Context: an optimization exercise on an open-source flow, tuned for small area and a short achievable clock period. The choices shown serve that exercise and are no tape-out recipe. Power and IR drop assume default switching activity.

==> flow/design.v <==
module cpu(
input [15:0] instruction,
input [15:0] memIn,
input reset,
input clk,
output [15:0] memOut,
output reg writeM,
output [15:0] memAddress,
output reg [15:0] pc);
reg [15:0] regA;
reg        aInR;
reg [15:0] regD;
reg [15:0] R;       
wire [15:0] A = aInR ? R : regA;
assign memOut = R;
assign memAddress = regA;
wire isC = instruction[15];
wire [6:0] comp = instruction[12:6];
wire a  = comp[6];
wire zx = comp[5];
wire nx = comp[4];
wire zy = comp[3];
wire ny = comp[2];
wire f  = comp[1];
wire no = comp[0];
reg valid;
always @* begin
    case (comp)
        7'b0101010, 7'b0111111, 7'b0111010, 7'b0001100, 7'b0110000, 7'b1110000,
        7'b0001101, 7'b0110001, 7'b1110001, 7'b0001111, 7'b0110011, 7'b1110011,
        7'b0011111, 7'b0110111, 7'b1110111, 7'b0001110, 7'b0110010, 7'b1110010,
        7'b0000010, 7'b1000010, 7'b0010011, 7'b1010011, 7'b0000111, 7'b1000111,
        7'b0000000, 7'b1000000, 7'b0010101, 7'b1010101: valid = 1'b1;
        default: valid = 1'b0;
    endcase
end
wire vC = (valid & isC) | reset;    
wire nxo = nx ^ no;
wire nyo = ny ^ no;
wire [15:0] x = (regD & {16{~zx}}) ^ {16{nxo}};
wire [15:0] y = a ? (memIn ^ {16{nyo}}) : ((A & {16{~zy}}) ^ {16{nyo}});
wire [15:0] p = x ^ y;
wire [15:0] h = x & y;
wire fr = f & ~reset;
wire [15:0] g = h & {16{fr}};   
wire cin = fr & no;
wire [15:0] gg = {g[14:0], cin};
wire [15:0] pp = {p[14:0], 1'b0};
wire [15:0] G1, P1, G2, P2, G3, P3, C;
genvar i;
generate
    for (i = 0; i < 16; i = i + 1) begin : pf
        if (i % 2 == 1) begin
            assign G1[i] = gg[i] | (pp[i] & gg[i-1]);
            assign P1[i] = pp[i] & pp[i-1];
        end else begin
            assign G1[i] = gg[i];
            assign P1[i] = pp[i];
        end
        if (i % 4 >= 2) begin
            assign G2[i] = G1[i] | (P1[i] & G1[i - i % 4 + 1]);
            assign P2[i] = P1[i] & P1[i - i % 4 + 1];
        end else begin
            assign G2[i] = G1[i];
            assign P2[i] = P1[i];
        end
        if (i % 8 >= 4) begin
            assign G3[i] = G2[i] | (P2[i] & G2[i - i % 8 + 3]);
            assign P3[i] = P2[i] & P2[i - i % 8 + 3];
        end else begin
            assign G3[i] = G2[i];
            assign P3[i] = P2[i];
        end
        if (i >= 8) begin
            assign C[i] = G3[i] | (P3[i] & G3[7]);
        end else begin
            assign C[i] = G3[i];
        end
    end
endgenerate
wire fo = (f | no) & ~reset;
wire nf = ~f & ~reset;
wire [15:0] q = (p & {16{fo}}) | (h & {16{nf}});
wire [15:0] r = vC ? (q ^ C) : R;
wire s = C[15] ? (vC ? ~q[15] : R[15]) : (vC ? q[15] : R[15]);
wire [15:0] t = x | y;
wire zA = &(p ~^ {t[14:0], cin});
wire zr = vC ? (f ? zA : ~|q) : ~|R;
wire [2:0] j = instruction[2:0];
wire jmp = isC & ((j[2] & s) | (j[1] & zr) | (j[0] & ~s & ~zr));
always @(posedge clk) begin
    R <= r;
    if (reset || (isC && instruction[4])) regD <= r;
    if (reset) begin
        aInR <= 1'b1;       
        pc <= 16'd0;
        writeM <= 1'b0;
    end else begin
        aInR <= isC & instruction[5];
        pc <= jmp ? A : pc + 16'd1;
        writeM <= isC & instruction[3];
    end
    regA <= isC ? A : {1'b0, instruction[14:0]};
end
endmodule
clock: 8.0 ns
lec_check: 0
cap_margin: 20
core_margin: 2
core_utilization: 55
setup_slack_margin: 3.8
slew_margin: 20
standard.sh (not shown) runs the stock make flow with config.mk's settings and CLKGATE_MAP_FILE= SYNTH_SCRIPT=/design/flow/synth_recipe.tcl, a recipe that flattens the netlist after the stock synthesis.
==> flow/flow/run.sh <==
#!/bin/bash
# Layout flow: the standard flow (standard.sh) with these changes:
#  - ports are buffered with the cell named in flow/port_buf.txt
#    (default sky130_fd_sc_hd__buf_2) instead of the delay buffers that
#    buffer_ports picks by default; every port still gets its buffer;
#  - clock tree synthesis runs with the arguments in flow/cts_args.txt
#    (default: ORFS's, without dummy loads);
#  - if flow/abc.script exists, the standard synthesis maps the logic with
#    that ABC script instead of ORFS's abc_speed.script, and if
#    flow/no_adder_map exists it leaves adders to ABC instead of mapping
#    them to the library's half and full adder cells. Nothing else in the
#    synthesis changes, so the registers are the standard synthesis's.
# Every tool's output goes to ORFS's logs under orfs/logs; make's own output
# goes to flow.log here.
set -euo pipefail
here=$(pwd)
cp standard.sh standard_sh.log
extra=""
if [[ -f flow/no_adder_map ]]; then extra="ADDER_MAP_FILE="; fi
if [[ -f flow/abc.script ]]; then
  cp flow/abc.script "$here/my_abc.script"
  {
    head -n 1 synth_recipe.tcl
    cat <<'EOT'
proc abc {args} {
  set i [lsearch -exact $args -script]
  if { $i >= 0 } { lset args [expr {$i + 1}] $::env(FLOW_ABC_SCRIPT) }
  yosys abc {*}$args
}
EOT
    tail -n +2 synth_recipe.tcl
  } > "$here/my_synth.tcl"
  export FLOW_ABC_SCRIPT="$here/my_abc.script"
  sed -e "s#SYNTH_SCRIPT=[^ ]*#SYNTH_SCRIPT=$here/my_synth.tcl $extra#" standard.sh > my_standard.sh
else
  sed -e "s#SYNTH_SCRIPT=\([^ ]*\)#SYNTH_SCRIPT=\1 $extra#" standard.sh > my_standard.sh
fi
portbuf=sky130_fd_sc_hd__buf_2
if [[ -f flow/port_buf.txt ]]; then portbuf=$(cat flow/port_buf.txt); fi
export BUFFER_PORTS_ARGS="-buffer_cell $portbuf"
if [[ -f flow/cts_args.txt ]]; then
  export CTS_ARGS="$(cat flow/cts_args.txt)"
else
  export CTS_ARGS="-sink_clustering_enable -repair_clock_nets -dont_use_dummy_load"
fi
bash my_standard.sh > flow.log 2>&1
==> flow/flow/abc.script <==
strash
dch
map -B 0.9
topo
stime -c
buffer -c
upsize -c
dnsize -c
==> flow/flow/cts_args.txt <==
-sink_clustering_enable -repair_clock_nets -dont_use_dummy_load -sink_clustering_size 24 -sink_clustering_max_diameter 80 -buf_list {sky130_fd_sc_hd__clkbuf_4 sky130_fd_sc_hd__clkbuf_8}
==> flow/flow/no_adder_map <==
==> flow/flow/port_buf.txt <==
sky130_fd_sc_hd__buf_1
Then changed:
--- a/flow/design.v
+++ b/flow/design.v
@@ -50,29 +50,29 @@
 genvar i;
 generate
     for (i = 0; i < 16; i = i + 1) begin : pf
-        if (i % 2 == 1) begin
+        if (i >= 1) begin
             assign G1[i] = gg[i] | (pp[i] & gg[i-1]);
             assign P1[i] = pp[i] & pp[i-1];
         end else begin
             assign G1[i] = gg[i];
             assign P1[i] = pp[i];
         end
-        if (i % 4 >= 2) begin
-            assign G2[i] = G1[i] | (P1[i] & G1[i - i % 4 + 1]);
-            assign P2[i] = P1[i] & P1[i - i % 4 + 1];
+        if (i >= 2) begin
+            assign G2[i] = G1[i] | (P1[i] & G1[i-2]);
+            assign P2[i] = P1[i] & P1[i-2];
         end else begin
             assign G2[i] = G1[i];
             assign P2[i] = P1[i];
         end
-        if (i % 8 >= 4) begin
-            assign G3[i] = G2[i] | (P2[i] & G2[i - i % 8 + 3]);
-            assign P3[i] = P2[i] & P2[i - i % 8 + 3];
+        if (i >= 4) begin
+            assign G3[i] = G2[i] | (P2[i] & G2[i-4]);
+            assign P3[i] = P2[i] & P2[i-4];
         end else begin
             assign G3[i] = G2[i];
             assign P3[i] = P2[i];
         end
         if (i >= 8) begin
-            assign C[i] = G3[i] | (P3[i] & G3[7]);
+            assign C[i] = G3[i] | (P3[i] & G3[i-8]);
         end else begin
             assign C[i] = G3[i];
         end
After rerunning: The changed run completed with no timing, DRC or antenna violations. Worst setup slack gets worse by 27 ps. Design area decreases by 0.94%. Combinational power increases by about 3%. Die area decreases by 2.7%. Wire length stays flat.
No functional check of the RTL was part of any run of this note.

==> afterwards: timing with drivers on the ports <==
In the flow no input, the clock included, has a driving cell. The finished layouts below were timed again as built, in two steps.
Step 1 sets driving cells, clkbuf_16 on the clock port and buf_2 on the other inputs (assumed; they add their load-dependent delay and slew).
Step 2 moves the port delays by t, midway between the first and last clock arrival at a register: inputs arrive t later, outputs are due t later. That takes back most of the time a late clock gives input paths.
Slacks: ideal ports / drivers / drivers and shift; pairs: ideal ports / drivers.
| run | shift t [ns] | setup slack, ns | worst setup path after step 2 | worst data-port slew with drivers (ns) | pins driven straight from the clock port |
|---|---|---|---|---|---|
| the first run | 0.377 | 3.955 / 3.949 / 3.572 | input to register | 0.04 | 1 |
| the second run | 0.373 | 3.928 / 3.944 / 3.570 | input to register | 0.05 | 1 |
After both steps setup and hold are still met in every run listed. For the first run, which loses most, drivers alone change the setup slack by -0.006 ns; drivers and shift together by -0.383 ns.
